This design comes from an exercise in tuning for small area, a short achievable clock period and few clock cycles on the open sky130 flow, not from production work.
RTL that was checked went through simulation tests only; none was proved equivalent to the original.
Only the layout flow was run in runs 3 to 5; the RTL was not checked for function there.
Power is estimated from default activity; no workload was simulated.

`design/flow/design.v`:
```
module ALU #(parameter WIDTH = 32)
            (input  logic [WIDTH-1:0] i_a,
             input  logic [WIDTH-1:0] i_b,
             input  logic [2:0]       i_alucontrol,
             output logic [WIDTH-1:0] o_result,
             output logic             o_zero);
  logic [WIDTH-1:0] b2, andresult, orresult, sumresult, sltresult;
    assign andresult = i_a & i_b;
    assign orresult = i_a | i_b;
    always_comb begin
        case(i_alucontrol[2])
            1'b1: b2 = ~i_b;
            1'b0: b2 = i_b;
        endcase
    end
    always_comb
/*verilator lint_off WIDTH*/
        sumresult = i_a + b2 + i_alucontrol[2];
    assign sltresult = sumresult[WIDTH-1];
/*verilator lint_on WIDTH*/
    always_comb
        case(i_alucontrol[1:0])
            2'b00: o_result = orresult;
            2'b01: o_result = andresult;
            2'b10: o_result = sumresult;
            2'b11: o_result = sltresult;
        endcase
  assign o_zero = (o_result==0);
endmodule
module ALUmux #  ( parameter WIDTH = 32) (
    input logic                 i_AluSrcA,
    input logic  [1:0]          i_AluSrcB,
    input logic  [WIDTH-1:0]    i_PC,
    input logic  [WIDTH-1:0]    i_RegA,
    input logic  [WIDTH-1:0]    i_RegB,
    input logic  [WIDTH-1:0]    i_Imm,
    output logic [WIDTH-1:0]    o_AluA,
    output logic [WIDTH-1:0]    o_AluB);
logic [WIDTH-1:0] imm_shift;
assign imm_shift = i_Imm;
always_comb begin
    /*verilator lint_off WIDTH*/
    case(i_AluSrcA)
        1'b0 : o_AluA = i_PC;
        1'b1 : o_AluA = i_RegA;
    endcase  
    case(i_AluSrcB)
        2'b00 : o_AluB = i_RegB;
        2'b01 : o_AluB = 'b1;
        2'b10 : o_AluB = i_Imm;
        2'b11 : o_AluB = imm_shift;
    endcase  
end
endmodule  
/*verilator lint_off UNUSED*/
module InstrDecoder #(parameter WIDTH = 32) (
    input logic                i_clk,
    input logic                i_reset,
    input logic                i_instrwrite,
    input logic                i_regdst,
    input logic  [WIDTH-1:0]   i_Memdata,
    output logic [4:0]         o_RegA_addr,
    output logic [4:0]         o_RegB_addr,
    output logic [4:0]         o_RegD_addr,
    output logic [5:0]         o_op,
    output logic [5:0]         o_funct,
    output logic [WIDTH-1:0]   o_Imm);
logic  [WIDTH-1:0] instruction;
always_ff @(posedge i_clk) begin
        if(i_instrwrite) begin
            instruction <= i_Memdata;
    end
end
assign o_RegA_addr = instruction[25:21];
assign o_RegB_addr = instruction[20:16];
assign o_RegD_addr = i_regdst ? instruction[15:11] : instruction[20:16];
assign o_op = instruction[WIDTH-1:WIDTH-6];
assign o_funct = instruction[5:0];
assign o_Imm = {16'b0, instruction[15:0]};
endmodule  
module PCdec #(parameter WIDTH = 32 ) (
    input logic                i_clk,
    input logic                i_reset,
    input logic                i_PCen,
    input logic                i_IorD,
    input logic [1:0]          i_PCsrc,
    input logic [WIDTH-1:0]    i_ALUresult,
    input logic [WIDTH-1:0]    i_Imm,
    output logic [WIDTH-1:0]   o_Address,
    output logic [WIDTH-1:0]   o_ALUout,
    output logic [WIDTH-1:0]   o_PC);
logic [WIDTH-1:0] ALU_sig;
always_ff @(posedge i_clk) begin
    if(i_reset) begin
        ALU_sig <= 'b0;
    end
    else begin
        ALU_sig <= i_ALUresult;
    end
end
always_ff @(posedge i_clk) begin
    if(i_reset) begin
        o_PC <= 'b0;
    end
    else begin
        if(i_PCen) begin
            case (i_PCsrc)
                2'b01 : o_PC <= ALU_sig;
                2'b10 : o_PC <= i_Imm;
                default : o_PC <= i_ALUresult;
            endcase
        end
    end
end
assign o_Address = i_IorD ? ALU_sig : o_PC;
assign o_ALUout = ALU_sig;
endmodule  
/*verilator lint_off WIDTH*/
/*verilator lint_off UNUSED*/
module Registers #(parameter WIDTH = 32) (
    input logic               i_clk,
    input logic               i_reset,
    input logic               i_regwrite,
    input logic               i_memtoreg,
    input logic [4:0]         i_RegA_addr,
    input logic [4:0]         i_RegB_addr,
    input logic [4:0]         i_RegD_addr,
    input logic  [WIDTH-1:0]  i_Memdata,
    input logic  [WIDTH-1:0]  i_ALUout,
    output logic [WIDTH-1:0]    o_RegA,
    output logic [WIDTH-1:0]    o_RegB);
    logic [WIDTH-1:0] RegTable [7:1];
    logic [WIDTH-1:0]    Data;
always_ff @(posedge i_clk) begin : proc_Data
    Data <= i_Memdata;
end
always_ff @(posedge i_clk) begin
    if (i_regwrite && (|i_RegD_addr[2:0])) begin
        if (i_memtoreg)
            RegTable[i_RegD_addr[2:0]] <= Data;
        else
            RegTable[i_RegD_addr[2:0]] <= i_ALUout;
    end
end
always_ff @(posedge i_clk) begin
        o_RegA <= 'b0;
        o_RegB <= 'b0;
        if (|i_RegA_addr[2:0])
            o_RegA <= RegTable[i_RegA_addr[2:0]];
        if (|i_RegB_addr[2:0])
            o_RegB <= RegTable[i_RegB_addr[2:0]];
    end
endmodule  
module Datapath #(parameter WIDTH = 32) (
    input logic              i_clk,
    input logic              i_reset,
    input logic              i_regwrite,
    input logic              i_memtoreg,
    input logic              i_regdst,
    input logic              i_instrwrite,
    input logic              i_PCen,
    input logic              i_IorD,
    input logic              i_AluSrcA,
    input logic  [1:0]       i_PCsrc,
    input logic  [1:0]       i_AluSrcB,
    input logic  [2:0]       i_alucontrol,
    output logic [5:0]       o_op,
    output logic [5:0]       o_funct,
    output logic             o_zero,
    input logic  [WIDTH-1:0] i_Memdata,
    output logic [WIDTH-1:0] o_WriteData,
    output logic [WIDTH-1:0] o_Address);
/*verilator lint_off UNDRIVEN*/
    logic [4:0]        RegA_addr;
    logic [4:0]        RegB_addr;
    logic [4:0]        RegD_addr;
    logic [WIDTH-1:0]  RegA;
    logic [WIDTH-1:0]  RegB;
    logic [WIDTH-1:0]  AluA;
    logic [WIDTH-1:0]  AluB;
    logic [WIDTH-1:0]  ALUresult;
    logic [WIDTH-1:0]  Imm;
    logic [WIDTH-1:0]  ALUout;
    logic [WIDTH-1:0]  PC;
Registers registers(
    .i_clk          ( i_clk ),   
    .i_reset        ( i_reset ),   
    .i_regwrite     ( i_regwrite ),   
    .i_memtoreg     ( i_memtoreg ),   
    .i_RegA_addr    ( RegA_addr ),   
    .i_RegB_addr    ( RegB_addr ),   
    .i_RegD_addr    ( RegD_addr ),   
    .i_Memdata      ( i_Memdata ),   
    .i_ALUout       ( ALUout ),   
    .o_RegA         ( RegA ),   
    .o_RegB         ( RegB )   
);
InstrDecoder instr_decoder(
    .i_clk          ( i_clk ),   
    .i_reset        ( i_reset ),   
    .i_instrwrite   ( i_instrwrite ),   
    .i_regdst       ( i_regdst ),   
    .i_Memdata      ( i_Memdata ),   
    .o_RegA_addr    ( RegA_addr ),   
    .o_RegB_addr    ( RegB_addr ),   
    .o_RegD_addr    ( RegD_addr ),   
    .o_Imm          ( Imm ),   
    .o_op           ( o_op ),   
    .o_funct        ( o_funct )   
);
PCdec pc_decoder(
    .i_clk          ( i_clk ),   
    .i_reset        ( i_reset ),   
    .i_PCen         ( i_PCen ),   
    .i_IorD         ( i_IorD ),   
    .i_PCsrc        ( i_PCsrc ),   
    .i_ALUresult    ( ALUresult ),   
    .i_Imm          ( Imm ),   
    .o_ALUout       ( ALUout ),   
    .o_PC           ( PC ),   
    .o_Address      ( o_Address )   
);
ALU alu(
    .i_a            ( AluA ),   
    .i_b            ( AluB ),   
    .i_alucontrol   ( i_alucontrol ),   
    .o_result       ( ALUresult ),   
    .o_zero         ( o_zero )   
);
ALUmux alu_mux(
    .i_AluSrcA      ( i_AluSrcA ),   
    .i_AluSrcB      ( i_AluSrcB ),   
    .i_PC           ( PC ),   
    .i_RegA         ( RegA ),   
    .i_RegB         ( RegB ),   
    .i_Imm          ( Imm ),   
    .o_AluA         ( AluA ),   
    .o_AluB         ( AluB )   
);
assign o_WriteData = RegB;
endmodule  
module ALUDec(
        input  logic [1:0] i_aluop,
        input  logic [5:0] i_funct,
        output logic [2:0] o_alucontrol);
typedef enum logic [5:0] {ADD = 6'b100000,
                          SUB = 6'b100010,
                          AND = 6'b100100,
                          OR  = 6'b100101,
                          SLT = 6'b101010} functcode;
always_comb
    case (i_aluop)
        2'b01 : o_alucontrol = 3'b110;
        2'b00 : o_alucontrol = 3'b010;
        default : case (i_funct)
            ADD : o_alucontrol = 3'b010;
            SUB : o_alucontrol = 3'b110;
            AND : o_alucontrol = 3'b001;
            OR  : o_alucontrol = 3'b000;
            SLT : o_alucontrol = 3'b111;
            default : o_alucontrol = 3'b010;
        endcase
    endcase
endmodule  
module StateMachine(
    input logic         i_clk,
    input logic         i_reset,
    input logic [5:0]   i_op,
    output logic        o_memwrite,
    output logic        o_alusrca,
    output logic        o_memtoreg,
    output logic        o_instrwrite,
    output logic        o_iord,
    output logic        o_pcwrite,
    output logic        o_regwrite,
    output logic        o_regdst,
    output logic        o_branch,
    output logic [1:0]  o_pcsrc,
    output logic [1:0]  o_alusrcb,
    output logic [1:0]  o_aluop);
typedef enum logic [3:0] {S_RESET = 4'b0000,
                          S_FETCH,
                          S_DECODE,
                          S_MEMADR,
                          S_LBRD,
                          S_LBWR,
                          S_SBWR,
                          S_RTYPEEX,
                          S_RTYPEWR,
                          S_BEQEX,
                          S_JEX} statetype;
statetype state, nextstate;
typedef enum logic [5:0] {LB    = 6'b100000,
                          SB    = 6'b101000,
                          RTYPE = 6'b000000,
                          BEQ   = 6'b000100,
                          J     = 6'b000010} opcode;
always_ff @(posedge i_clk)
    if(i_reset) begin
        state <= S_RESET;
    end
    else begin
        state <= nextstate;
    end
always_comb begin
    o_memwrite   = 'b0;
    o_alusrca    = 'b0;
    o_memtoreg   = 'b0;
    o_instrwrite = 'b0;
    o_iord       = 'b0;
    o_pcwrite    = 'b0;
    o_regwrite   = 'b0;
    o_regdst     = 'b0;
    o_branch     = 'b0;
    o_pcsrc      = 'b0;
    o_alusrcb    = 'b0;
    o_aluop      = 'b0;
    case (state)
        S_RESET: begin
            o_pcwrite = 1'b1;
            o_instrwrite = 1'b1;
            o_alusrcb = 2'b01;
            if(i_reset)
                nextstate = S_RESET;
            else begin
                nextstate = S_DECODE;
            end
        end
        S_FETCH: begin
            o_pcwrite = 1'b1;
            o_instrwrite = 1'b1;
            o_alusrcb = 2'b01;
            nextstate = S_DECODE;
        end
        S_DECODE: begin
            o_alusrcb = 2'b11;
            case (i_op)
                LB:     nextstate = S_MEMADR;
                SB:     nextstate = S_MEMADR;
                RTYPE:  nextstate = S_RTYPEEX;
                BEQ:    nextstate = S_BEQEX;
                J:      nextstate = S_JEX;
                default:    nextstate = S_FETCH;
            endcase
        end
        S_MEMADR: begin
            o_alusrca = 1'b1;
            o_alusrcb = 2'b10;
            case (i_op)
                LB:     nextstate = S_LBRD;
                SB:     nextstate = S_SBWR;
                default:    nextstate = S_FETCH;
            endcase
        end
        S_RTYPEEX: begin
            o_alusrca = 1'b1;
            o_aluop = 2'b10;
            nextstate = S_RTYPEWR;
        end
        S_BEQEX: begin
            o_alusrca = 1'b1;
            o_pcsrc = 2'b01;
            o_aluop = 2'b01;
            o_branch = 1'b1;
            nextstate = S_FETCH;
        end
        S_JEX: begin
            o_pcwrite = 1'b1;
            o_pcsrc = 2'b10;
            nextstate = S_FETCH;
        end
        S_LBRD: begin
            o_iord = 1'b1;
            nextstate = S_LBWR;
        end
        S_SBWR: begin
            o_memwrite = 1'b1;
            o_iord = 1'b1;
            nextstate = S_FETCH;
        end
        S_RTYPEWR: begin
            o_regwrite = 1'b1;
            o_regdst = 1'b1;
            nextstate = S_FETCH;
        end
        S_LBWR: begin
            o_memtoreg = 1'b1;
            o_regwrite = 1'b1;
            nextstate = S_FETCH;
        end
        default:    nextstate = S_FETCH;
    endcase
end
endmodule
module Controller(
    input logic         i_clk,
    input logic         i_reset,
    input logic         i_zero,
    input logic [5:0]   i_funct,
    input logic [5:0]   i_op,
    output logic        o_memwrite,
    output logic        o_alusrca,
    output logic        o_memtoreg,
    output logic        o_instrwrite,
    output logic        o_pcen,
    output logic        o_regwrite,
    output logic        o_regdst,
    output logic        o_iord,
    output logic [1:0]  o_pcsrc,
    output logic [1:0]  o_alusrcb,
    output logic [2:0]  o_alucontrol);
    logic [1:0]     aluop;
    logic           branch;
    logic           pcwrite;
ALUDec aludec(
    .i_aluop        ( aluop ),   
    .i_funct        ( i_funct ),   
    .o_alucontrol   ( o_alucontrol )   
    );
StateMachine fsm(
    .i_clk          ( i_clk ),   
    .i_reset        ( i_reset ),   
    .i_op           ( i_op ),   
    .o_memwrite     ( o_memwrite ),   
    .o_alusrca      ( o_alusrca ),   
    .o_memtoreg     ( o_memtoreg ),   
    .o_instrwrite   ( o_instrwrite ),   
    .o_iord         ( o_iord ),   
    .o_pcwrite      ( pcwrite ),   
    .o_regwrite     ( o_regwrite ),   
    .o_regdst       ( o_regdst ),   
    .o_branch       ( branch ),   
    .o_pcsrc        ( o_pcsrc ),   
    .o_alusrcb      ( o_alusrcb ),   
    .o_aluop        ( aluop )   
    );
assign o_pcen = pcwrite | (i_zero & branch);
endmodule  
module Processor #(parameter WIDTH = 32) (
    input logic                i_clk,
    input logic                i_reset,
    input logic [WIDTH-1:0]    i_ReadData,
    output logic               o_memwrite,
    output logic [WIDTH-1:0]   o_WriteData,
    output logic [WIDTH-1:0]   o_Address);
    logic       zero;
    logic [5:0] funct;
    logic [5:0] op;
    logic       alusrca;
    logic       memtoreg;
    logic       instrwrite;
    logic       pcen;
    logic       regwrite;
    logic       regdst;
    logic       iord;
    logic [1:0] pcsrc;
    logic [1:0] alusrcb;
    logic [2:0] alucontrol;
Datapath datapath_0 (
    .i_clk          ( i_clk ),   
    .i_reset        ( i_reset ),   
    .i_regwrite     ( regwrite ),   
    .i_memtoreg     ( memtoreg ),   
    .i_regdst       ( regdst ),   
    .i_instrwrite   ( instrwrite ),   
    .i_PCen         ( pcen ),   
    .i_IorD         ( iord ),   
    .i_AluSrcA      ( alusrca ),   
    .i_PCsrc        ( pcsrc ),   
    .i_AluSrcB      ( alusrcb ),   
    .i_alucontrol   ( alucontrol ),   
    .i_Memdata      ( i_ReadData ),   
    .o_op           ( op ),   
    .o_funct        ( funct ),   
    .o_zero         ( zero ),   
    .o_WriteData    ( o_WriteData ),   
    .o_Address      ( o_Address )   
);
Controller controller_0 (
    .i_clk          ( i_clk ),   
    .i_reset        ( i_reset ),   
    .i_zero         ( zero ),   
    .i_funct        ( funct ),   
    .i_op           ( op ),   
    .o_memwrite     ( o_memwrite ),   
    .o_alusrca      ( alusrca ),   
    .o_memtoreg     ( memtoreg ),   
    .o_instrwrite   ( instrwrite ),   
    .o_pcen         ( pcen ),   
    .o_regwrite     ( regwrite ),   
    .o_regdst       ( regdst ),   
    .o_iord         ( iord ),   
    .o_pcsrc        ( pcsrc ),   
    .o_alusrcb      ( alusrcb ),   
    .o_alucontrol   ( alucontrol )   
);
endmodule  
```
`design/flow/run.sh`:
```
#!/bin/bash
# synth_recipe.tcl (not shown) runs the flow's synth.tcl, then flattens the netlist and writes it again
# the make line also repeats each setting of config.mk as NAME=value (left out here)
make -C /OpenROAD-flow-scripts/flow DESIGN_CONFIG=/design/flow/config.mk WORK_HOME=/design/flow/orfs CLKGATE_MAP_FILE= SYNTH_SCRIPT=/design/flow/synth_recipe.tcl finish
```
`design/flow/config.mk`:
```
export PLATFORM = sky130hd
export DESIGN_NAME = Processor
export DESIGN_NICKNAME = Processor
export VERILOG_FILES = /design/flow/design.v
export SDC_FILE = /design/flow/constraint.sdc
export NUM_CORES = 4
export LEC_CHECK = 0
export CAP_MARGIN = 20
export CORE_MARGIN = 2
export CORE_UTILIZATION = 40
export SLEW_MARGIN = 20
```
`design/flow/constraint.sdc`:
```
create_clock -name core_clock -period 7.0 [get_ports {i_clk}]
set_input_delay 1.4000 -clock core_clock [delete_from_list [all_inputs] [get_ports {i_clk}]]
set_output_delay 1.4000 -clock core_clock [all_outputs]
set_load 0.01 [all_outputs]
```
==> Flow_metrics.wiki, run 1 <==
{| class="wikitable"
! Metric !! Value
|-
| Result of the run || timing/DRC/antenna clean
|-
| Antenna cells || 0
|-
| Number of global-route vias before repair || 15,580
|-
| Max-slew violation count || 0
|-
| Peak supply drop || 0.1671 mV
|-
| Commonest non-fill, non-tap cells in the layout || sky130_fd_sc_hd__edfxtp_1, sky130_fd_sc_hd__dfxtp_1, sky130_fd_sc_hd__nand2_1, sky130_fd_sc_hd__mux2_2, sky130_fd_sc_hd__a21oi_1
|-
| Number of buffers created by CTS || 43
|-
| Final Hold Slack || 0.5711 ns
|-
| Leading post-synthesis cells by cell area || sky130_fd_sc_hd__edfxtp_1, sky130_fd_sc_hd__dfxtp_1, sky130_fd_sc_hd__mux2_2, sky130_fd_sc_hd__mux4_2, sky130_fd_sc_hd__nand2_1
|-
| Layout cell share with drive strength beyond 1 || 18.58%
|-
| Share of the synthesized area in the top cell type || 35.21%
|-
| Mapped Cells || 1,851
|-
| DRT Wirelength || 67.59 mm
|-
| Number of instances resized during post-cts repair || 0
|-
| Post-route clock skew || 0.01488 ns
|-
| Worst Tran Pin Value || 1.061 ns
|-
| Clock tree from TritonCTS || built
|-
| Class of the most critical setup path || register to register
|-
| Clock transition at the register clock pins on the worst setup and hold paths after CTS || 0.06 ns
|-
| Count of endpoints failing setup in the final report || 0
|-
| Overall die area || 55,600 µm²
|-
| Number of nets in the final layout || 1,960
|-
| Most common library cell in the layout ignoring fill and taps || sky130_fd_sc_hd__edfxtp_1
|-
| Net switching share of the total power || 27.94%
|-
| Wire length per cell || 25.85 µm
|-
| Synth async-reset ratio || 0%
|-
| Flip-flop cell with the highest count after synthesis || sky130_fd_sc_hd__edfxtp_1
|-
| Highest clock frequency the design can meet || 0.1556 GHz
|-
| Min-delay src || datapath_0.registers.RegTable[4][20]
|-
| Die boundary width || 235.8 µm
|-
| Maximum capacitance violations || 0
|-
| Logic gate share of total power || 18.0%
|-
| Net Count, Synth || 1,919
|-
| Number of flip-flops and latches in the synthesized netlist || 416
|-
| Max-slew headroom || 29.15%
|-
| GP Congestion || 0.8932
|-
| Detailed-placement wirelength estimate || 46.32 mm
|-
| Cell row count || 84
|-
| Total negative setup slack || 0 ns
|-
| Area growth from synthesis to layout || 14.24%
|-
| Top cell type by total area after synthesis || sky130_fd_sc_hd__edfxtp_1
|-
| Kind of cell adding the most delay to the critical path || simple AND/OR/NAND/NOR gates
|-
| Post-CTS Repair Setup Buffers || 0
|-
| Remaining antenna violation count || 0
|-
| Worst slack, placed || 0.4091 ns
|-
| Pin count of the biggest net entering global routing || 79
|-
| Setup crit end kind || register
|-
| Leakage Power || 8.627 nW
|-
| Length of the first detailed-routing pass in iterations || 8
|-
| Aggregate global-route resource usage || 23.65%
|-
| Start point of the critical path || controller_0.fsm.state[2]
|-
| RSZ-0062 raised after global routing || no
|-
| Final critical delay including setup and external delays || 6.427 ns
|-
| Largest fanout on the critical path || 33
|-
| Final standard cell area without fillers || 24,550 µm²
|-
| CP max stage delay || 0.82 ns
|-
| Total congestion overflow after global routing || 0
|-
| Ports placed on the boundary || 99
|-
| Remaining design rule violation count || 0
|-
| Min setup slack post-route || 0.5726 ns
|-
| Die boundary height || 235.8 µm
|-
| Count of buffers from port buffering || 98
|-
| Clock sink count || 416
|-
| Number of levels in the clock H-tree || 2
|-
| Worst setup SP type || register
|-
| Sequential-to-total area share from yosys stat || 50.48%
|-
| Power Dens Cells || 253.2 nW/µm²
|-
| Critical path arrival || 6.93 ns
|-
| Max clock buf depth || 3
|-
| Origin of the critical flop-to-flop path || controller_0.fsm.state[2]
|-
| Overall via count from detail_route || 16,160
|-
| Distinct cell type count of the synthesized netlist || 94
|-
| List of cells traversed by the critical path || nand3b_1, o41a_2, buf_4, xor2_1, ha_1, a21oi_1, o21ai_1, a31oi_1, a2111oi_0, nor3_1, nand4b_1, nor4_1, nand4_1, or4_4, buf_4, nor4_1, a211o_1
|-
| Post-synthesis area per instance || 11.61 µm²
|-
| Path category of the worst min-delay check || register to register
|-
| Internal power component || 4.479 mW
|-
| Cts-stage hold buffer count || 0
|-
| Buffering stage count on the worst path with inverters included || 2
|-
| Share of total power in sequential cells || 46.3%
|-
| Psw || 1.737 mW
|-
| Number of antenna violations at the first check in global routing || 2
|-
| Post-route core utilization || 46.45%
|-
| Share of the clock period used by the worst path after layout || 91.82%
|-
| Final hold violations || 0
|-
| Per-cell via count in the routed design || 6.179
|-
| Initial Util || 40.66%
|-
| Crit path max-delay cell type || sky130_fd_sc_hd__or4_4
|-
| Worst EP required || 7.50 ns
|-
| Placed instance area || 23,190 µm²
|-
| Post-Syn Area || 21,490 µm²
|-
| EDFF count, synth || 252
|-
| Wire length of the first global-routing pass || 100.4 mm
|-
| Violation count after the first detailed-routing iteration || 1,875
|-
| CTS Root Cell || sky130_fd_sc_hd__clkbuf_16
|-
| Yosys warning count || 7
|-
| Clock share of power || 35.7%
|-
| Skew-Pair Late Insertion Delay || 0.56 ns
|-
| Core Region || 52,870 µm²
|}
## state kept, by name, summed over array words and instances (netlist names)
| name | cells |
|---|---|
| controller_0.fsm.state | 4 |
| datapath_0.pc_decoder.ALU_sig | 32 |
| datapath_0.instr_decoder.instruction | 28 |
| datapath_0.registers.RegTable | 224 |
| datapath_0.registers.Data | 32 |
| datapath_0.pc_decoder.o_PC | 32 |
| datapath_0.registers.o_RegB | 32 |
| datapath_0.registers.o_RegA | 32 |
## per-stage QoR
stage / std cells / power, mW
global route: 2615 / 6.424
global placement: 2535 / 4.010
finish: 2615 / 6.216
detailed placement: 2535 / 4.019
floorplan: 1851 / 3.551
CTS: 2615 / 6.233
## Yosys cell counts, types with 5 or more instances
library cell	count
sky130_fd_sc_hd__mux4_2	64
sky130_fd_sc_hd__or4_1	12
sky130_fd_sc_hd__mux2i_1	13
sky130_fd_sc_hd__o22ai_1	14
sky130_fd_sc_hd__a21oi_1	103
sky130_fd_sc_hd__a31oi_1	14
sky130_fd_sc_hd__xnor2_1	29
sky130_fd_sc_hd__or3_1	10
sky130_fd_sc_hd__nand3_1	31
sky130_fd_sc_hd__o211ai_1	8
sky130_fd_sc_hd__a221o_1	7
sky130_fd_sc_hd__ha_1	33
sky130_fd_sc_hd__a221oi_1	47
sky130_fd_sc_hd__nand2b_1	6
sky130_fd_sc_hd__nor3_1	12
sky130_fd_sc_hd__o21ai_1	6
sky130_fd_sc_hd__nor2b_1	28
sky130_fd_sc_hd__edfxtp_1	252
sky130_fd_sc_hd__nand4_1	13
sky130_fd_sc_hd__mux2_2	143
sky130_fd_sc_hd__nand2_1	151
sky130_fd_sc_hd__inv_1	53
sky130_fd_sc_hd__nor2_1	63
sky130_fd_sc_hd__a21o_1	11
sky130_fd_sc_hd__a2111oi_0	5
sky130_fd_sc_hd__nand3b_1	7
sky130_fd_sc_hd__and3_1	11
sky130_fd_sc_hd__buf_2	16
sky130_fd_sc_hd__clkbuf_1	115
sky130_fd_sc_hd__and2_1	14
sky130_fd_sc_hd__o311ai_1	8
sky130_fd_sc_hd__a22oi_1	54
sky130_fd_sc_hd__a211o_1	22
sky130_fd_sc_hd__buf_1	17
sky130_fd_sc_hd__or2_2	5
sky130_fd_sc_hd__nor3b_1	40
sky130_fd_sc_hd__o21ai_0	76
sky130_fd_sc_hd__a211oi_1	17
sky130_fd_sc_hd__xor2_1	17
sky130_fd_sc_hd__nor4_1	19
sky130_fd_sc_hd__o21a_1	6
sky130_fd_sc_hd__maj3_1	20
sky130_fd_sc_hd__o221ai_1	5
sky130_fd_sc_hd__a21boi_0	5
sky130_fd_sc_hd__dfxtp_1	164
## metal layers
| layer | up-vias | GRT usage, % | wire length, µm |
|---|---|---|---|
| li1 | 7242 | - | - |
| met1 | 8085 | 33.65 | 29690 |
| met2 | 726 | 37.93 | 31470 |
| met3 | 104 | 3.148 | 4855 |
| met4 | 0 | 6.562 | 1576 |
| met5 | - | 0 | 0 |
## layout make-up
| cell class | count | area [µm²] |
|---|---|---|
| Clock buffer | 64 | 1216 |
| Clock inverter | 16 | 141.4 |
| Timing Repair Buffer | 145 | 1331 |
| Fill cell | 4746 | 28310 |
| Tap cell | 688 | 860.8 |
| Sequential cell | 416 | 10850 |
| Inverter | 56 | 210.2 |
| Multi-Input combinational cell | 1230 | 9942 |
## worst reg2reg max path: stages (launching register included)
cell                        delay [ns]
sky130_fd_sc_hd__dfxtp_1          0.70
sky130_fd_sc_hd__nand3b_1         0.18
sky130_fd_sc_hd__o41a_2           0.71
sky130_fd_sc_hd__buf_4            0.26
sky130_fd_sc_hd__xor2_1           0.17
sky130_fd_sc_hd__ha_1             0.41
sky130_fd_sc_hd__a21oi_1          0.18
sky130_fd_sc_hd__o21ai_1          0.11
sky130_fd_sc_hd__a31oi_1          0.52
sky130_fd_sc_hd__a2111oi_0        0.23
sky130_fd_sc_hd__nor3_1           0.52
sky130_fd_sc_hd__nand4b_1         0.16
sky130_fd_sc_hd__nor4_1           0.52
sky130_fd_sc_hd__nand4_1          0.24
sky130_fd_sc_hd__or4_4            0.82
sky130_fd_sc_hd__buf_4            0.29
sky130_fd_sc_hd__nor4_1           0.24
sky130_fd_sc_hd__a211o_1          0.14
## power groups by stage
stage	Sequential [mW]	Clock, mW	Combinational, mW
after floorplan	2.84	0	0.706
after detailed placement	2.92	0	1.10
after global placement	2.92	0	1.09
final	2.88	2.22	1.12
after global routing	2.88	2.35	1.19
after CTS	2.87	2.26	1.10
## path summary, 6_finish.rpt
kind	to	slack, ns	cells past startpoint
worst max register to register	datapath_0.pc_decoder.o_PC[16]	0.57	17
worst max-delay path	datapath_0.pc_decoder.o_PC[16]	0.57	17
worst min-delay path	datapath_0.registers.o_RegA[20]	0.57	2
worst min register to register	datapath_0.registers.o_RegA[20]	0.57	2
## kinds of logic after synthesis
group,Yosys count,synth area share (%)
AOI/OAI and AO/OA,466,15.27
and+or+nand+nor,443,10.86
DFF,416,50.48
muxes,220,14.80
buffers and inverters,205,3.708
adders and majority gates,55,2.998
xor gates and xnor gates,46,1.874
Testbench counts, summed over its fixed seeds: cycles 79,598.
==> run 2, diff against run 1 <==
==> design/flow/design.v (replaced) <==
module Processor #(parameter WIDTH = 32) (
    input  logic               i_clk,
    input  logic               i_reset,
    input  logic [WIDTH-1:0]   i_ReadData,
    output logic               o_memwrite,
    output logic [WIDTH-1:0]   o_WriteData,
    output logic [WIDTH-1:0]   o_Address);
    logic [15:0] pc;         
    logic        mem_ld;     
    logic        mem_st;     
    logic [31:0] ea;         
    logic [2:0]  rt_q;       
    logic [31:0] rf [1:7];
    wire        mem   = mem_ld | mem_st;
    wire [31:0] ins   = i_ReadData;
    wire [5:0]  op    = ins[31:26];
    wire [5:0]  funct = ins[5:0];
    wire [15:0] imm   = ins[15:0];
    wire is_r  = (op == 6'h00);
    wire is_lb = (op == 6'h20);
    wire is_sb = (op == 6'h28);
    wire is_bq = (op == 6'h04);
    wire is_j  = (op == 6'h02);
    wire [2:0]  ra = mem ? rt_q : ins[23:21];
    wire [2:0]  rb = ins[18:16];
    wire [31:0] a  = (ra == 3'd0) ? 32'd0 : rf[ra];
    wire [31:0] b  = (rb == 3'd0) ? 32'd0 : rf[rb];
    wire        f_sub = is_r & ((funct == 6'h22) | (funct == 6'h2A));
    wire        f_and = is_r & (funct == 6'h24);
    wire        f_or  = is_r & (funct == 6'h25);
    wire        f_slt = is_r & (funct == 6'h2A);
    wire [31:0] bop   = is_r ? (b ^ {32{f_sub}}) : {16'd0, imm};
    wire [31:0] sum   = a + bop + {31'd0, f_sub};
    logic [31:0] res;
    always_comb begin
        if (f_and)      res = a & b;
        else if (f_or)  res = a | b;
        else if (f_slt) res = {31'd0, sum[31]};
        else            res = sum;
    end
    wire [15:0] pc1   = pc + 16'd1;
    wire [15:0] btgt  = pc1 + imm;
    wire        taken = is_bq & (a == b);
    always_ff @(posedge i_clk) begin
        if (i_reset) begin
            pc     <= 16'd0;
            mem_ld <= 1'b0;
            mem_st <= 1'b0;
        end else if (mem) begin
            mem_ld <= 1'b0;
            mem_st <= 1'b0;
        end else begin
            mem_ld <= is_lb;
            mem_st <= is_sb;
            if (is_j)       pc <= imm;
            else if (taken) pc <= btgt;
            else            pc <= pc1;
        end
    end
    always_ff @(posedge i_clk) begin
        ea   <= sum;
        rt_q <= ins[18:16];
    end
    wire [2:0]  wa = mem_ld ? rt_q : ins[13:11];
    wire [31:0] wd = mem_ld ? ins : res;
    wire        we = mem_ld | (~mem & is_r);
    always_ff @(posedge i_clk) begin
        for (int i = 1; i < 8; i++)
            if (we && wa == i[2:0]) rf[i] <= wd;
    end
    assign o_memwrite  = mem_st;
    assign o_WriteData = a;
    assign o_Address   = mem ? ea : {16'd0, pc};
endmodule
==> run 2 against run 1 <==
Compared with the run above:
- still clean
- total power is 26% lower
- global-route usage is 3.7 points higher
- synthesized area fell by 16%
- setup slack better by 0.18 ns
- design area down 13%
- critical endpoint is now o_WriteData[26]
- largest cell class is now multi-input combinational cells
==> Flow_metrics.wiki, run 2 <==
{| class="wikitable"
! Metric !! Value
|-
| Result of the run || timing/DRC/antenna clean
|-
| Total negative setup slack || 0 ns
|-
| Wire length per cell || 24.66 µm
|-
| Leakage Power || 8.496 nW
|-
| Overall die area || 46,770 µm²
|-
| Wire length of the first global-routing pass || 96.72 mm
|-
| Largest registers || rf (224), ea (32), pc (16)
|-
| Setup crit end kind || primary output
|-
| Count of buffers from port buffering || 98
|-
| Post-CTS Repair Setup Buffers || 0
|-
| Number of nets in the final layout || 2,210
|-
| Die boundary height || 216.3 µm
|-
| RSZ-0062 raised after global routing || no
|-
| Mapped Cells || 1,918
|-
| Synth async-reset ratio || 0%
|-
| Distinct cell type count of the synthesized netlist || 84
|-
| Layout cell share with drive strength beyond 1 || 11.32%
|-
| Commonest cells post-synth || sky130_fd_sc_hd__nand2_1, sky130_fd_sc_hd__edfxtp_1, sky130_fd_sc_hd__a21oi_1
|-
| Share of the clock period used by the worst path after layout || 89.23%
|-
| Largest fanout on the critical path || 27
|-
| Remaining design rule violation count || 0
|-
| Leading post-synthesis cells by cell area || sky130_fd_sc_hd__edfxtp_1, sky130_fd_sc_hd__ha_1, sky130_fd_sc_hd__dfxtp_1, sky130_fd_sc_hd__a21oi_1, sky130_fd_sc_hd__nand2_1
|-
| Number of flip-flops and latches in the synthesized netlist || 277
|-
| CTS Root Cell || sky130_fd_sc_hd__clkbuf_16
|-
| Top cell type by total area after synthesis || sky130_fd_sc_hd__edfxtp_1
|-
| Most common library cell in the layout ignoring fill and taps || sky130_fd_sc_hd__nand2_1
|-
| Aggregate global-route resource usage || 27.38%
|-
| Yosys warning count || 34
|-
| Worst EP required || 5.60 ns
|-
| CP max stage delay || 0.60 ns
|-
| Count of endpoints failing setup in the final report || 0
|-
| Area growth from synthesis to layout || 18.22%
|-
| Net switching share of the total power || 30.39%
|-
| EDFF count, synth || 224
|-
| Detailed-placement wirelength estimate || 47.95 mm
|-
| Number of levels in the clock H-tree || 1
|-
| GP Congestion || 0.9726
|-
| Clock transition at the register clock pins on the worst setup and hold paths after CTS || 0.06 ns
|-
| Worst Tran Pin Value || 1.041 ns
|-
| Final critical delay including setup and external delays || 6.246 ns
|-
| Antenna cells || 0
|-
| Initial Util || 40.67%
|-
| Psw || 1.390 mW
|-
| Most frequent cell after synthesis || sky130_fd_sc_hd__nand2_1
|-
| Post-synthesis area per instance || 9.396 µm²
|-
| Commonest non-fill, non-tap cells in the layout || sky130_fd_sc_hd__nand2_1, sky130_fd_sc_hd__edfxtp_1, sky130_fd_sc_hd__a21oi_1, sky130_fd_sc_hd__nor2_1, sky130_fd_sc_hd__inv_1
|-
| Total congestion overflow after global routing || 0
|-
| Logic gate share of total power || 23.5%
|-
| Finished Layout Cells || 2,677
|-
| Skew-Pair Late Insertion Delay || 0.60 ns
|-
| Core Region || 44,320 µm²
|-
| Post-route clock skew || 0.03129 ns
|-
| Max-slew headroom || 30.44%
|-
| Cell row count || 77
|-
| Share of total power in sequential cells || 42.2%
|-
| Ports placed on the boundary || 99
|-
| Number of global-route vias before repair || 15,340
|-
| Crit path max-delay cell type || sky130_fd_sc_hd__clkdlybuf4s50_1
|-
| Number of instances resized during post-cts repair || 0
|-
| Clock share of power || 34.3%
|-
| Die boundary width || 216.3 µm
|-
| Class of the most critical setup path || input port to primary output
|-
| Peak supply drop || 0.1686 mV
|-
| Max clock buf depth || 3
|-
| Clock sink count || 277
|-
| Final hold violations || 0
|-
| Critical path arrival || 4.85 ns
|-
| Net Count, Synth || 2,065
|-
| Highest clock frequency the design can meet || 0.1601 GHz
|-
| Sequential-to-total area share from yosys stat || 43.21%
|-
| Post-Syn Area || 18,020 µm²
|-
| Overall via count from detail_route || 16,200
|-
| Pin count of the biggest net entering global routing || 59
|-
| Number of buffers created by CTS || 31
|-
| Internal power component || 3.183 mW
|-
| List of cells traversed by the critical path || clkdlybuf4s50_1, inv_1, o21ai_2, buf_12, and2_1, buf_4, buf_4, a21oi_1, o21ai_0, a21oi_1, or3_1, inv_1, clkdlybuf4s50_1
|-
| Cts-stage hold buffer count || 0
|-
| Violation count after the first detailed-routing iteration || 1,875
|-
| Path category of the worst min-delay check || register to register
|-
| Clock tree from TritonCTS || built
|-
| Flip-flop count of the largest register after layout || 224
|-
| Length of the first detailed-routing pass in iterations || 6
|-
| Power Dens Cells || 214.6 nW/µm²
|-
| Max-slew violation count || 0
|-
| Layout fillers || 4,160
|-
| Flip-flop cell with the highest count after synthesis || sky130_fd_sc_hd__edfxtp_1
|-
| Number of antenna violations at the first check in global routing || 0
|-
| Worst setup SP type || input port
|-
| DRT Wirelength || 66.02 mm
|-
| Count of placed standard cells including taps || 2,622
|-
| Remaining antenna violation count || 0
|-
| Share of the synthesized area in the top cell type || 37.32%
|-
| Maximum capacitance violations || 0
|-
| Per-cell via count in the routed design || 6.050
|}
[run 2: layout make-up]
type                    instances  area, µm²  area share [%]
multi-input cells            1393       9344           43.86
well taps                     592      740.7           3.477
repair buffers                227       1982           9.302
clock buffers                  37      798.3           3.747
flip-flops and latches        277       7789           36.56
clock inverters                18      152.6          0.7165
inverters                     133      499.2           2.343
[run 2: worst max-delay path: cells and delay by family]
kind	cells	cell delay (ns)
and+or+nand+nor	2	0.83
AOI/OAI and AO/OA	4	0.51
buffers and inverters	7	2.08
[run 2: kinds of logic after synthesis]
logic type	after synthesis	share of synthesized area (%)
AO/OA/AOI/OAI	566	20.51
AND/OR/NAND/NOR	535	13.17
XOR/XNOR	86	4.179
multiplexers	93	5.491
flip-flops	277	43.21
buffers and inverters	248	5.471
adder cells (fa/ha/maj)	113	7.970
[run 2: stage by stage]
step	hold WS, ns	cell area (µm²)	total power, mW	util [%]	worst slack [ns]
2_1_floorplan	0.5037	18020	2.553	-	0.8659
3_3_place_gp	0.5367	20350	2.995	45.93	0.3775
3_5_place_dp	0.5413	20350	3.007	45.93	0.2847
4_1_cts	0.5515	21310	4.567	48.07	0.8339
5_1_grt	0.5910	21310	4.724	48.07	0.4225
6_report	0.5526	21310	4.573	48.07	0.7537
[run 2: worst paths after layout]
path / start / endpoint / slack (ns) / cells after the start
setup / recovery: i_ReadData[23] / o_WriteData[26] / 0.75 / 13
hold / removal: pc[6] / pc[6] / 0.55 / 2
setup reg to reg: mem_ld / rf[1][25] / 1.23 / 23
hold reg to reg: pc[6] / pc[6] / 0.55 / 2
[run 2: routing by layer]
metal | global-route usage [%] | wire length (µm)
met1 | 36.81 | 27070
met2 | 43.00 | 29380
met3 | 4.982 | 6533
met4 | 12.49 | 3040
met5 | 0 | 0
[run 2: power by group through the flow]
stage / Sequential [mW] / Clock, mW / Combinational [mW]
after detailed placement: 1.96 / 0 / 1.04
after floorplan: 1.96 / 0 / 0.597
after global placement: 1.96 / 0 / 1.03
after CTS: 1.93 / 1.59 / 1.05
after global routing: 1.93 / 1.64 / 1.15
final: 1.93 / 1.57 / 1.08
Testbench counts of run 2, summed over its fixed seeds: cycles 29,356.
==> run 3, diff against run 2 <==
==> design/flow/design.v (replaced) <==
module Processor #(parameter WIDTH = 32) (
    input  logic               i_clk,
    input  logic               i_reset,
    input  logic [WIDTH-1:0]   i_ReadData,
    output logic               o_memwrite,
    output logic [WIDTH-1:0]   o_WriteData,
    output logic [WIDTH-1:0]   o_Address);
    logic [31:0] rf [1:7];
    logic [15:0] pc;         
    logic        e_r, e_ld, e_st, e_bq;    
    logic        e_sub, e_and, e_or, e_slt;
    logic [2:0]  e_rd;                     
    logic [31:0] opA, opB;
    logic [15:0] e_tgt;                    
    wire        e_mem = e_ld | e_st;
    wire [31:0] bop   = e_mem ? {16'd0, e_tgt} : (opB ^ {32{e_sub}});
    wire [31:0] sum   = opA + bop + {31'd0, e_sub};
    logic [31:0] res;
    always_comb begin
        if (e_and)      res = opA & opB;
        else if (e_or)  res = opA | opB;
        else if (e_slt) res = {31'd0, sum[31]};
        else            res = sum;
    end
    wire        e_taken = e_bq & (opA == opB);
    wire [31:0] ins   = i_ReadData;
    wire [5:0]  op    = ins[31:26];
    wire [5:0]  funct = ins[5:0];
    wire [15:0] imm   = ins[15:0];
    wire        f_v   = ~e_mem & ~e_taken;
    wire        is_r  = (op == 6'h00);
    wire        is_lb = (op == 6'h20);
    wire        is_sb = (op == 6'h28);
    wire        is_bq = (op == 6'h04);
    wire        is_j  = (op == 6'h02);
    wire [2:0]  ra = ins[23:21];
    wire [2:0]  rb = ins[18:16];
    wire [31:0] rfa = (ra == 3'd0) ? 32'd0 : rf[ra];
    wire [31:0] rfb = (rb == 3'd0) ? 32'd0 : rf[rb];
    wire        fwd_ok = e_r & (e_rd != 3'd0);
    wire [31:0] a = (fwd_ok && ra == e_rd) ? res : rfa;
    wire [31:0] b = (fwd_ok && rb == e_rd) ? res : rfb;
    wire [15:0] pc1 = pc + 16'd1;
    always_ff @(posedge i_clk) begin
        if (i_reset || !f_v) begin
            e_r  <= 1'b0;
            e_ld <= 1'b0;
            e_st <= 1'b0;
            e_bq <= 1'b0;
        end else begin
            e_r  <= is_r;
            e_ld <= is_lb;
            e_st <= is_sb;
            e_bq <= is_bq;
        end
    end
    always_ff @(posedge i_clk) begin
        e_sub <= is_r & ((funct == 6'h22) | (funct == 6'h2A));
        e_and <= is_r & (funct == 6'h24);
        e_or  <= is_r & (funct == 6'h25);
        e_slt <= is_r & (funct == 6'h2A);
        e_rd  <= is_r ? ins[13:11] : ins[18:16];
        opA   <= a;
        opB   <= b;
        e_tgt <= (is_lb | is_sb) ? imm : pc1 + imm;
    end
    always_ff @(posedge i_clk) begin
        if (i_reset)      pc <= 16'd0;
        else if (e_taken) pc <= e_tgt;
        else if (e_mem)   pc <= pc;
        else if (is_j)    pc <= imm;
        else              pc <= pc1;
    end
    wire [31:0] wd = e_ld ? ins : res;
    wire        we = (e_r | e_ld) & (e_rd != 3'd0);
    always_ff @(posedge i_clk) begin
        for (int i = 1; i < 8; i++)
            if (we && e_rd == i[2:0]) rf[i] <= wd;
    end
    assign o_memwrite  = e_st;
    assign o_WriteData = opB;
    assign o_Address   = e_mem ? sum : {16'd0, pc};
endmodule
--- a/design/flow/config.mk
+++ b/design/flow/config.mk
@@ -5,7 +5,9 @@
 export SDC_FILE = /design/flow/constraint.sdc
 export NUM_CORES = 4
 export LEC_CHECK = 0
+export ABC_CLOCK_PERIOD_IN_PS = 3500
 export CAP_MARGIN = 20
 export CORE_MARGIN = 2
 export CORE_UTILIZATION = 40
+export SETUP_SLACK_MARGIN = 3.0
 export SLEW_MARGIN = 20
==> run 3 against run 2 <==
Compared with the run above:
- combinational power is 41% higher
- total power rose by 26%
- non-clock buffer count is 16 lower
- still clean
- register-to-register slack better by 1.6 ns
- critical path depth up 4
- synthesized cell count increased by 4.7%
- setup slack improved by 1.1 ns
- count of clock-buffer cells in the layout rose by 11
- clock skew fell by 0.0037 ns
==> Flow_metrics.wiki, run 3 <==
{| class="wikitable"
! Metric !! Value
|-
| Skew-Pair Late Insertion Delay || 0.57 ns
|-
| Post-synthesis area per instance || 9.858 µm²
|-
| Layout fillers || 4,474
|-
| Power Dens Cells || 241.8 nW/µm²
|-
| Initial Util || 40.46%
|-
| Peak supply drop || 0.1378 mV
|-
| Number of buffers created by CTS || 38
|-
| Simple-gate portion of the synthesized area || 11.41%
|-
| Worst Tran Pin Value || 1.120 ns
|-
| Post-synthesis xor/xnor area fraction || 3.936%
|-
| Count of endpoints failing setup in the final report || 0
|-
| Worst setup SP type || register
|-
| Portion of netlist area occupied by mux cells || 8.397%
|-
| Synth async-reset ratio || 0%
|-
| Die boundary height || 226.5 µm
|-
| Overall via count from detail_route || 16,880
|-
| CTS Root Cell || sky130_fd_sc_hd__clkbuf_16
|-
| Length of the first detailed-routing pass in iterations || 6
|-
| Sequential-to-total area share from yosys stat || 44.78%
|-
| Per-cell via count in the routed design || 6.010
|-
| Post-route clock skew || 0.02756 ns
|-
| Worst EP required || 5.60 ns
|-
| Share of the synthesized area in the top cell type || 33.97%
|-
| Yosys warning count || 34
|-
| Cell row count || 81
|-
| Leakage Power || 9.164 nW
|-
| Post-Syn Area || 19,800 µm²
|-
| Result of the run || timing/DRC/antenna clean
|-
| Highest clock frequency the design can meet || 0.1932 GHz
|-
| Adder-cell share of the synthesized area || 7.253%
|-
| Number of nets in the final layout || 2,263
|-
| Wire length per cell || 24.21 µm
|-
| Clock transition at the register clock pins on the worst setup and hold paths after CTS || 0.06 ns
|-
| Core Region || 48,950 µm²
|-
| Antenna cells || 0
|-
| RSZ-0062 raised after global routing || yes
|-
| Area growth from synthesis to layout || 20.33%
|-
| Die boundary width || 226.5 µm
|-
| Flip-flop cell with the highest count after synthesis || sky130_fd_sc_hd__edfxtp_1
|-
| Pin count of the biggest net entering global routing || 62
|-
| Number of flip-flops and latches in the synthesized netlist || 331
|-
| Overall die area || 51,310 µm²
|-
| Violation count after the first detailed-routing iteration || 1,925
|-
| Ports placed on the boundary || 99
|-
| Count of buffers from port buffering || 98
|-
| Net Count, Synth || 2,156
|-
| Maximum capacitance violations || 0
|-
| Total congestion overflow after global routing || 0
|-
| Critical path arrival || 3.78 ns
|-
| GP Congestion || 0.9652
|-
| Setup crit end kind || primary output
|-
| Leading post-synthesis cells by cell area || sky130_fd_sc_hd__edfxtp_1, sky130_fd_sc_hd__dfxtp_1, sky130_fd_sc_hd__ha_1, sky130_fd_sc_hd__mux2i_1, sky130_fd_sc_hd__a21oi_1
|-
| Class of the most critical setup path || register to primary output
|-
| Max-slew violation count || 0
|-
| Aggregate global-route resource usage || 26.06%
|-
| Most common library cell in the layout ignoring fill and taps || sky130_fd_sc_hd__edfxtp_1
|-
| Total negative setup slack || 0 ns
|-
| Layout cell share with drive strength beyond 1 || 18.23%
|-
| Final hold violations || 0
|-
| Remaining design rule violation count || 0
|-
| Wire length of the first global-routing pass || 99.95 mm
|-
| Commonest cells post-synth || sky130_fd_sc_hd__edfxtp_1, sky130_fd_sc_hd__nand2_1, sky130_fd_sc_hd__a21oi_1
|-
| Cts-stage hold buffer count || 0
|-
| Largest fanout on the critical path || 20
|-
| Clock tree from TritonCTS || built
|-
| Commonest non-fill, non-tap cells in the layout || sky130_fd_sc_hd__edfxtp_1, sky130_fd_sc_hd__nand2_1, sky130_fd_sc_hd__a21oi_1, sky130_fd_sc_hd__nor2_1, sky130_fd_sc_hd__o21ai_0
|-
| Max clock buf depth || 3
|-
| Final critical delay including setup and external delays || 5.177 ns
|-
| Distinct cell type count of the synthesized netlist || 84
|-
| Clock sink count || 331
|-
| Placed instance area || 21,410 µm²
|-
| Area fraction in compound gates after synthesis || 19.51%
|-
| Largest family of logic cells by synthesized area || compound AO/OA/AOI/OAI gates
|-
| Number of antenna violations at the first check in global routing || 1
|-
| Path category of the worst min-delay check || register to register
|-
| Top cell type by total area after synthesis || sky130_fd_sc_hd__edfxtp_1
|-
| Final standard cell area without fillers || 23,830 µm²
|-
| Number of global-route vias before repair || 15,980
|-
| Largest registers || rf (224), opA (32), opB (32)
|-
| Flip-flop count of the largest register after layout || 224
|-
| Max-slew headroom || 24.58%
|-
| DRT Wirelength || 68.01 mm
|-
| Remaining antenna violation count || 0
|-
| Mapped Cells || 2,009
|-
| Number of levels in the clock H-tree || 2
|-
| EDFF count, synth || 224
|-
| Detailed-placement wirelength estimate || 46.15 mm
|-
| Most frequent cell after synthesis || sky130_fd_sc_hd__edfxtp_1
|-
| Design Power || 5.762 mW
|-
| Share of the clock period used by the worst path after layout || 73.95%
|}
-- run 3: worst paths after layout --
kind / startpoint / to / slack (ns) / depth (start not counted)
max reg2reg: e_st / rf[3][10] / 2.86 / 17
max: e_st / o_Address[18] / 1.82 / 17
min: e_tgt[2] / pc[2] / 0.48 / 2
min reg2reg: e_tgt[2] / pc[2] / 0.48 / 2
-- run 3: final cells by class --
class                           instances  area (µm²)  area share [%]
Clock buffer                           48        1020           4.279
Clock inverter                         21       141.4          0.5933
Inverter                               96       360.3           1.512
Multi-Input combinational cell       1438       10810           45.35
Sequential cell                       331        8880           37.26
Tap cell                              664       830.8           3.486
Timing Repair Buffer                  211        1790           7.513
-- run 3: per-stage QoR --
stage          setup slack, ns  utilization [%]  hold slack (ns)  instances
6_report                 1.823            48.68           0.4820       2809
4_1_cts                  1.833            47.63           0.4856       2782
3_3_place_gp             1.350            43.73           0.4764       2653
5_1_grt                  1.725            48.68           0.5045       2809
3_5_place_dp             1.279            43.74           0.4773       2653
2_1_floorplan            2.125                -           0.4321       2009
-- run 3: timing repair --
action                                  in CTS  in global routing
setup buffers                               57                 27
gates cloned                                 3                  0
endpoints found under the setup margin     283                203
gates resized for setup                    180                 87
pin swaps                                   52                 34
hold endpoints to repair                     0                  0
-- run 3: kinds of logic (layout without fill, tap and decap cells) --
| family | count (synthesis) | in the layout |
|---|---|---|
| compound gates | 606 | 606 |
| simple gates | 498 | 500 |
| flops | 331 | 331 |
| buf+inv | 242 | 376 |
| mux | 130 | 130 |
| fa+ha+maj | 113 | 113 |
| xor+xnor | 89 | 89 |
-- run 3: worst max-delay path, cell delays in order, from the launching register on --
cell and delay [ns]:
sky130_fd_sc_hd__dfxtp_4 0.33, sky130_fd_sc_hd__or2_4 0.30, sky130_fd_sc_hd__buf_12 0.17, sky130_fd_sc_hd__nand2_1 0.06, sky130_fd_sc_hd__o21ai_0 0.08, sky130_fd_sc_hd__ha_1 0.36, sky130_fd_sc_hd__a21oi_1 0.27, sky130_fd_sc_hd__nand2_1 0.15
sky130_fd_sc_hd__o31ai_4 0.26, sky130_fd_sc_hd__buf_4 0.16, sky130_fd_sc_hd__buf_6 0.10, sky130_fd_sc_hd__o21ai_4 0.07, sky130_fd_sc_hd__buf_4 0.15, sky130_fd_sc_hd__buf_6 0.11, sky130_fd_sc_hd__a21boi_2 0.14, sky130_fd_sc_hd__xor2_1 0.27
sky130_fd_sc_hd__nor2_1 0.10, sky130_fd_sc_hd__buf_2 0.16
-- run 3: power by group --
part / total [mW] / internal, mW / leakage, nW / switching, mW
registers: 2.36 / 2.28 / 2.91 / 0.0859
clock network: 1.88 / 1.07 / 0.574 / 0.806
logic: 1.52 / 0.617 / 5.68 / 0.905
-- run 3: metal layers --
metal  share of wire, %  global-route usage [%]  wire (µm)  vias up
li1                   -                       -          -     7659
met1                 43                   36.24      29170     8279
met2                 46                   41.79      31280      813
met3                8.3                   3.965       5618      132
met4                2.9                   8.171       1945        0
met5                  0                       0          0        -
==> run 4, diff against run 3 <==
==> design/flow/config.mk (replaced) <==
export PLATFORM = sky130hd
export DESIGN_NAME = Processor
export DESIGN_NICKNAME = Processor
export VERILOG_FILES = /design/flow/design.v
export SDC_FILE = /design/flow/constraint.sdc
export NUM_CORES = 4
export LEC_CHECK = 0
export CAP_MARGIN = 20
export CORE_MARGIN = 2
export CORE_UTILIZATION = 40
export SLEW_MARGIN = 20
==> run 4 against run 3 <==
Compared with the run above:
- non-clock buffer count is 80 lower
- clock power is 9% higher
- first-iteration DRC count is 8.6% lower
- cell count is 2.9% lower
- design area is 5.0% lower
- die area stayed put
- critical path depth is 2 lower
- routed wire length is 3.4% lower
- via count is 3.3% lower
- setup slack worse by 1.1 ns
- critical path type unchanged
- global-route usage is 0.61 points lower
==> Flow_metrics.wiki, run 4 <==
{| class="wikitable"
! Metric !! Value
|-
| Number of flip-flops and latches in the synthesized netlist || 331
|-
| Max-slew headroom || 26.66%
|-
| CTS Root Cell || sky130_fd_sc_hd__clkbuf_16
|-
| Setup crit end kind || primary output
|-
| Die boundary width || 226.5 µm
|-
| Area fraction in compound gates after synthesis || 19.51%
|-
| Commonest non-fill, non-tap cells in the layout || sky130_fd_sc_hd__edfxtp_1, sky130_fd_sc_hd__nand2_1, sky130_fd_sc_hd__a21oi_1, sky130_fd_sc_hd__nor2_1, sky130_fd_sc_hd__o21ai_0
|-
| Path category of the worst min-delay check || register to register
|-
| Net Count, Synth || 2,156
|-
| Final Hold Slack || 0.4705 ns
|-
| Highest clock frequency the design can meet || 0.1604 GHz
|-
| Sequential-to-total area share from yosys stat || 44.78%
|-
| EDFF count, synth || 224
|-
| Share of the synthesized area in the top cell type || 33.97%
|-
| Simple-gate portion of the synthesized area || 11.41%
|-
| Worst Tran Pin Value || 1.086 ns
|-
| CP max stage delay || 0.56 ns
|-
| Wire length of the first global-routing pass || 97.70 mm
|-
| Overall die area || 51,310 µm²
|-
| Peak supply drop || 0.1426 mV
|-
| Final hold violations || 0
|-
| Register-to-register setup slack || 2.14 ns
|-
| Largest fanout on the critical path || 24
|-
| Detailed-placement wirelength estimate || 45.84 mm
|-
| Count of buffers from port buffering || 98
|-
| Final critical delay including setup and external delays || 6.234 ns
|-
| Core Region || 48,950 µm²
|-
| Total congestion overflow after global routing || 0
|-
| Area growth from synthesis to layout || 14.27%
|-
| Max-slew violation count || 0
|-
| Post-route core utilization || 46.23%
|-
| Antenna cells || 0
|-
| Remaining design rule violation count || 0
|-
| Origin of the critical flop-to-flop path || e_st
|-
| Worst hold path cell count || 2
|-
| Number of buffers created by CTS || 39
|-
| Mapped Cells || 2,009
|-
| Most common library cell in the layout ignoring fill and taps || sky130_fd_sc_hd__edfxtp_1
|-
| Adder-cell share of the synthesized area || 7.253%
|-
| Clock transition at the register clock pins on the worst setup and hold paths after CTS || 0.06 ns
|-
| Overall via count from detail_route || 16,320
|-
| Clock tree from TritonCTS || built
|-
| Clock sink count || 331
|-
| Class of the most critical setup path || register to primary output
|-
| Post-Syn Area || 19,800 µm²
|-
| Count of endpoints failing setup in the final report || 0
|-
| Start point of the critical path || e_st
|-
| Final standard cell area without fillers || 22,630 µm²
|-
| Flip-flop cell with the highest count after synthesis || sky130_fd_sc_hd__edfxtp_1
|-
| Skew-Pair Late Insertion Delay || 0.56 ns
|-
| Die boundary height || 226.5 µm
|-
| DRT Wirelength || 65.73 mm
|-
| Total negative setup slack || 0 ns
|-
| Flip-flop count of the largest register after layout || 224
|-
| Worst setup path endpoint || o_Address[28]
|-
| Number of nets in the final layout || 2,182
|-
| Most frequent cell after synthesis || sky130_fd_sc_hd__edfxtp_1
|-
| RSZ-0062 raised after global routing || no
|-
| Aggregate global-route resource usage || 25.45%
|-
| Worst EP required || 5.60 ns
|-
| Crit path max-delay cell type || sky130_fd_sc_hd__clkdlybuf4s50_1
|-
| Violation count after the first detailed-routing iteration || 1,760
|-
| Share of the clock period used by the worst path after layout || 89.05%
|-
| Number of antenna violations at the first check in global routing || 0
|-
| Cell row count || 81
|-
| Worst setup SP type || register
|-
| Max clock buf depth || 3
|-
| Largest family of logic cells by synthesized area || compound AO/OA/AOI/OAI gates
|-
| List of cells traversed by the critical path || or2_2, nand2_1, o21ai_0, fa_1, fa_1, a21oi_1, o22ai_1, o31ai_4, o311a_1, o21ai_1, a31o_2, a21oi_1, xor2_1, nor2_1, clkdlybuf4s50_1
|-
| Initial Util || 40.46%
|-
| Leading post-synthesis cells by cell area || sky130_fd_sc_hd__edfxtp_1, sky130_fd_sc_hd__dfxtp_1, sky130_fd_sc_hd__ha_1, sky130_fd_sc_hd__mux2i_1, sky130_fd_sc_hd__a21oi_1
|-
| Pin count of the biggest net entering global routing || 75
|-
| Maximum capacitance violations || 0
|-
| GP Congestion || 0.9379
|-
| Number of instances resized during post-cts repair || 0
|-
| Distinct cell type count of the synthesized netlist || 84
|-
| Number of global-route vias before repair || 15,440
|-
| Portion of netlist area occupied by mux cells || 8.397%
|-
| RR Endpoint || rf[4][24]
|-
| Placed instance area || 21,340 µm²
|-
| Yosys warning count || 34
|-
| Commonest cells post-synth || sky130_fd_sc_hd__edfxtp_1, sky130_fd_sc_hd__nand2_1, sky130_fd_sc_hd__a21oi_1
|-
| Depth of the worst register-to-register path || 14
|-
| Per-cell via count in the routed design || 5.984
|-
| Post-synthesis area per instance || 9.858 µm²
|-
| Remaining antenna violation count || 0
|-
| Critical path arrival || 4.83 ns
|-
| Largest registers || rf (224), opA (32), opB (32)
|-
| Synth async-reset ratio || 0%
|-
| Layout cell share with drive strength beyond 1 || 8.576%
|-
| Ports placed on the boundary || 99
|-
| Post-CTS Repair Setup Buffers || 0
|-
| Power Dens Cells || 247.7 nW/µm²
|-
| Layout fillers || 4,608
|-
| Cts-stage hold buffer count || 0
|-
| Number of levels in the clock H-tree || 2
|-
| Top cell type by total area after synthesis || sky130_fd_sc_hd__edfxtp_1
|-
| Post-synthesis xor/xnor area fraction || 3.936%
|-
| Leakage Power || 8.593 nW
|-
| Post-route clock skew || 0.02269 ns
|-
| Wire length per cell || 24.09 µm
|-
| Length of the first detailed-routing pass in iterations || 6
|-
| Design Power || 5.606 mW
|-
| Result of the run || timing/DRC/antenna clean
|}
==> run 4: worst min-delay path by stage <==
stage	startpoint	to	slack (ns)
after detailed placement	e_tgt[5]	pc[5]	0.46
final	e_tgt[5]	pc[5]	0.47
after CTS	e_tgt[5]	pc[5]	0.47
after global placement	e_tgt[5]	pc[5]	0.46
after global routing	e_tgt[2]	pc[2]	0.50
after floorplan	e_tgt[3]	pc[3]	0.43
==> run 4: logic make-up after synthesis <==
kind of cell	count (synthesis)
AOI/OAI and AO/OA	606
DFF	331
and+or+nand+nor	498
buffers and inverters	242
muxes	130
adders and majority gates	113
xor gates and xnor gates	89
==> run 4: worst max-delay path: cells and delay by family, from the launching register on <==
| family | cells | cell delay [ns] |
|---|---|---|
| AO/OA/AOI/OAI | 8 | 1.68 |
| adder cells (fa/ha/maj) | 2 | 0.89 |
| AND/OR/NAND/NOR | 3 | 0.74 |
| buffers and inverters | 1 | 0.56 |
| flip-flops | 1 | 0.33 |
| XOR/XNOR | 1 | 0.09 |
==> run 4: power by group <==
group	leakage, nW	switching [mW]	internal, mW	total [mW]
Sequential	2.91	0.0824	2.28	2.36
Combinational	5.05	0.793	0.412	1.20
Clock	0.634	0.824	1.21	2.04
Total	8.59	1.70	3.91	5.61
==> run 4: final cells by class <==
type / instances / area (µm²) / share of cell area (%)
Sequential cell: 331 / 8871 / 39.20
Tap cell: 664 / 830.8 / 3.671
Clock buffer: 58 / 1191 / 5.263
Timing Repair Buffer: 131 / 1220 / 5.391
Clock inverter: 12 / 92.59 / 0.4091
Inverter: 96 / 360.3 / 1.592
Multi-Input combinational cell: 1436 / 10060 / 44.47
==> run 4: layer usage <==
| metal | vias up | GRT usage, % | part of all wire [%] |
|---|---|---|---|
| li1 | 7496 | - | - |
| met1 | 7965 | 35.05 | 43 |
| met2 | 751 | 40.41 | 46 |
| met3 | 112 | 5.235 | 8.7 |
| met4 | 0 | 7.513 | 2.4 |
| met5 | - | 0 | 0 |
==> run 4: per-stage QoR <==
step	worst slack, ns	std cells
floorplan	1.773	2009
global route	0.4526	2728
finish	0.7665	2728
CTS	0.7182	2727
detailed placement	1.314	2657
global placement	1.371	2657
==> run 5, diff against run 4 <==
--- a/design/flow/design.v
+++ b/design/flow/design.v
@@ -12,8 +12,9 @@
     logic [2:0]  e_rd;                     
     logic [31:0] opA, opB;
     logic [15:0] e_tgt;                    
-    wire        e_mem = e_ld | e_st;
-    wire [31:0] bop   = e_mem ? {16'd0, e_tgt} : (opB ^ {32{e_sub}});
+    logic       e_mem;                     
+    wire [31:0] ea    = opA + {16'd0, e_tgt};
+    wire [31:0] bop   = opB ^ {32{e_sub}};
     wire [31:0] sum   = opA + bop + {31'd0, e_sub};
     logic [31:0] res;
     always_comb begin
@@ -47,11 +48,13 @@
             e_ld <= 1'b0;
             e_st <= 1'b0;
             e_bq <= 1'b0;
+            e_mem <= 1'b0;
         end else begin
             e_r  <= is_r;
             e_ld <= is_lb;
             e_st <= is_sb;
             e_bq <= is_bq;
+            e_mem <= is_lb | is_sb;
         end
     end
     always_ff @(posedge i_clk) begin
@@ -79,5 +82,5 @@
     end
     assign o_memwrite  = e_st;
     assign o_WriteData = opB;
-    assign o_Address   = e_mem ? sum : {16'd0, pc};
+    assign o_Address   = e_mem ? ea : {16'd0, pc};
 endmodule
--- a/design/flow/config.mk
+++ b/design/flow/config.mk
@@ -5,7 +5,9 @@
 export SDC_FILE = /design/flow/constraint.sdc
 export NUM_CORES = 4
 export LEC_CHECK = 0
+export ABC_CLOCK_PERIOD_IN_PS = 3000
 export CAP_MARGIN = 20
 export CORE_MARGIN = 2
 export CORE_UTILIZATION = 40
+export SETUP_SLACK_MARGIN = 3.6
 export SLEW_MARGIN = 20
==> run 5 against run 4 <==
Compared with the run above:
- clock skew is 0.0045 ns lower
- combinational power is 55% higher
- global-route usage is 0.49 points higher
- via count up 7.6%
- die area grew 3.7%
- setup slack better by 1.6 ns
- largest cell class unchanged
==> Flow_metrics.wiki, run 5 <==
{| class="wikitable"
! Metric !! Value
|-
| Result of the run || timing/DRC/antenna clean
|-
| Largest family of logic cells by synthesized area || compound AO/OA/AOI/OAI gates
|-
| Number of nets in the final layout || 2,374
|-
| Area fraction in compound gates after synthesis || 18.01%
|-
| Die boundary height || 230.7 µm
|-
| Start point of the critical path || opA[0]
|-
| Post-Syn Area || 20,550 µm²
|-
| EDFF count, synth || 224
|-
| Overall die area || 53,200 µm²
|-
| Yosys warning count || 34
|-
| Cell seen most often among critical-path stages || sky130_fd_sc_hd__o21ai_2
|-
| Per-cell via count in the routed design || 6.032
|-
| Remaining design rule violation count || 0
|-
| Flip-flop cell with the highest count after synthesis || sky130_fd_sc_hd__edfxtp_1
|-
| Buffering stage count on the worst path with inverters included || 4
|-
| Max clock buf depth || 3
|-
| Initial Util || 40.22%
|-
| Design Power || 6.289 mW
|-
| Leading post-synthesis cells by cell area || sky130_fd_sc_hd__edfxtp_1, sky130_fd_sc_hd__dfxtp_1, sky130_fd_sc_hd__ha_1, sky130_fd_sc_hd__mux2i_1, sky130_fd_sc_hd__a21oi_1
|-
| Skew-Pair Late Insertion Delay || 0.56 ns
|-
| DRT Wirelength || 71.68 mm
|-
| Logic gate share of total power || 29.6%
|-
| Ports placed on the boundary || 99
|-
| Final hold violations || 0
|-
| Core Region || 51,090 µm²
|-
| Sequential-to-total area share from yosys stat || 43.25%
|-
| Clock share of power || 32.4%
|-
| RSZ-0062 raised after global routing || yes
|-
| Wire length of the first global-routing pass || 105.0 mm
|-
| Total negative setup slack || 0 ns
|-
| Maximum capacitance violations || 0
|-
| Remaining antenna violation count || 0
|-
| Detailed-placement wirelength estimate || 46.93 mm
|-
| CP max stage delay || 0.46 ns
|-
| Distinct cell type count of the synthesized netlist || 82
|-
| Adder-cell share of the synthesized area || 8.390%
|-
| Highest clock frequency the design can meet || 0.2162 GHz
|-
| Crit path max-delay cell type || sky130_fd_sc_hd__or4b_1
|-
| Post-synthesis area per instance || 10.05 µm²
|-
| Depth of the worst register-to-register path || 15
|-
| Portion of netlist area occupied by mux cells || 10.26%
|-
| Die boundary width || 230.7 µm
|-
| GP Congestion || 0.9461
|-
| Clock transition at the register clock pins on the worst setup and hold paths after CTS || 0.06 ns
|-
| Largest registers || rf (224), opA (32), opB (32)
|-
| Cts-stage hold buffer count || 0
|-
| Max-slew headroom || 18.74%
|-
| Net Count, Synth || 2,215
|-
| Layout fillers || 4,441
|}
[run 5: cells by family after synthesis]
logic type / after synthesis
AO/OA/AOI/OAI: 584
AND/OR/NAND/NOR: 498
buffers and inverters: 225
adder cells (fa/ha/maj): 136
multiplexers: 166
XOR/XNOR: 104
flip-flops: 332
[run 5: metal layers]
| metal | up-vias | GRT usage (%) | wire, µm |
|---|---|---|---|
| met5 | - | 0 | 0 |
| met4 | 0 | 8.367 | 2412 |
| met3 | 144 | 3.706 | 5841 |
| met2 | 804 | 41.16 | 33070 |
| met1 | 8672 | 36.51 | 30350 |
| li1 | 7950 | - | - |
[run 5: per-stage QoR]
stage	util (%)	worst slack, ns	hold slack, ns	instance area [µm²]	instances
2_1_floorplan	-	3.271	0.4585	20700	2045
3_3_place_gp	43.73	2.342	0.4891	22340	2734
3_5_place_dp	43.73	2.306	0.5009	22340	2734
4_1_cts	49.40	2.337	0.5159	25240	2872
5_1_grt	51.49	2.287	0.5398	26310	2912
6_report	51.50	2.374	0.5155	26310	2913
[run 5: final cells by class]
cell class | count | share of cell area (%)
multi-input combinational | 1489 | 48.05
sequential | 332 | 33.90
timing repair buffer | 238 | 8.573
clock buffer | 54 | 4.151
tap | 680 | 3.233
inverter | 104 | 1.488
clock inverter | 15 | 0.5944
antenna | 1 | 0.009510
[run 5: worst reg2reg max path, cell delays in order, from the launching register on]
cell and delay [ns]:
sky130_fd_sc_hd__dfxtp_4 0.36, sky130_fd_sc_hd__buf_12 0.14, sky130_fd_sc_hd__buf_16 0.15, sky130_fd_sc_hd__xor2_4 0.16, sky130_fd_sc_hd__buf_6 0.13, sky130_fd_sc_hd__ha_4 0.20
sky130_fd_sc_hd__and4_1 0.19, sky130_fd_sc_hd__a221o_2 0.37, sky130_fd_sc_hd__buf_6 0.15, sky130_fd_sc_hd__o2bb2ai_4 0.14, sky130_fd_sc_hd__o21ai_4 0.21, sky130_fd_sc_hd__a31oi_4 0.14
sky130_fd_sc_hd__or4_4 0.49, sky130_fd_sc_hd__a31oi_4 0.34, sky130_fd_sc_hd__o31ai_4 0.09, sky130_fd_sc_hd__buf_6 0.18
[run 5: repair_timing]
action	in CTS	in global routing
hold endpoints to repair	0	0
pin swaps	96	97
setup endpoints to repair	284	268
setup buffers	65	40
resized for setup	370	165
cloned	4	0
[run 5: power by group through the flow]
| stage | sequential (mW) | clock, mW | combinational, mW |
|---|---|---|---|
| floorplan | 2.38 | 0 | 0.835 |
| global placement | 2.42 | 0 | 1.26 |
| detailed placement | 2.42 | 0 | 1.27 |
| CTS | 2.38 | 2.06 | 1.60 |
| global route | 2.39 | 2.14 | 1.98 |
| finish | 2.39 | 2.03 | 1.86 |
[run 5: worst paths after layout]
kind | end | slack, ns
max | o_Address[12] | 2.37
max reg2reg | rf[7][0] | 3.29
min reg2reg | pc[4] | 0.52
min | pc[4] | 0.52

Setup slack of run 5, layout unchanged: 2.374 ns with ideal ports, 2.313 ns with driving cells assumed (clock clkbuf_16, inputs buf_2), 2.928 ns with port delays also shifted by the 0.615 ns mid clock arrival.
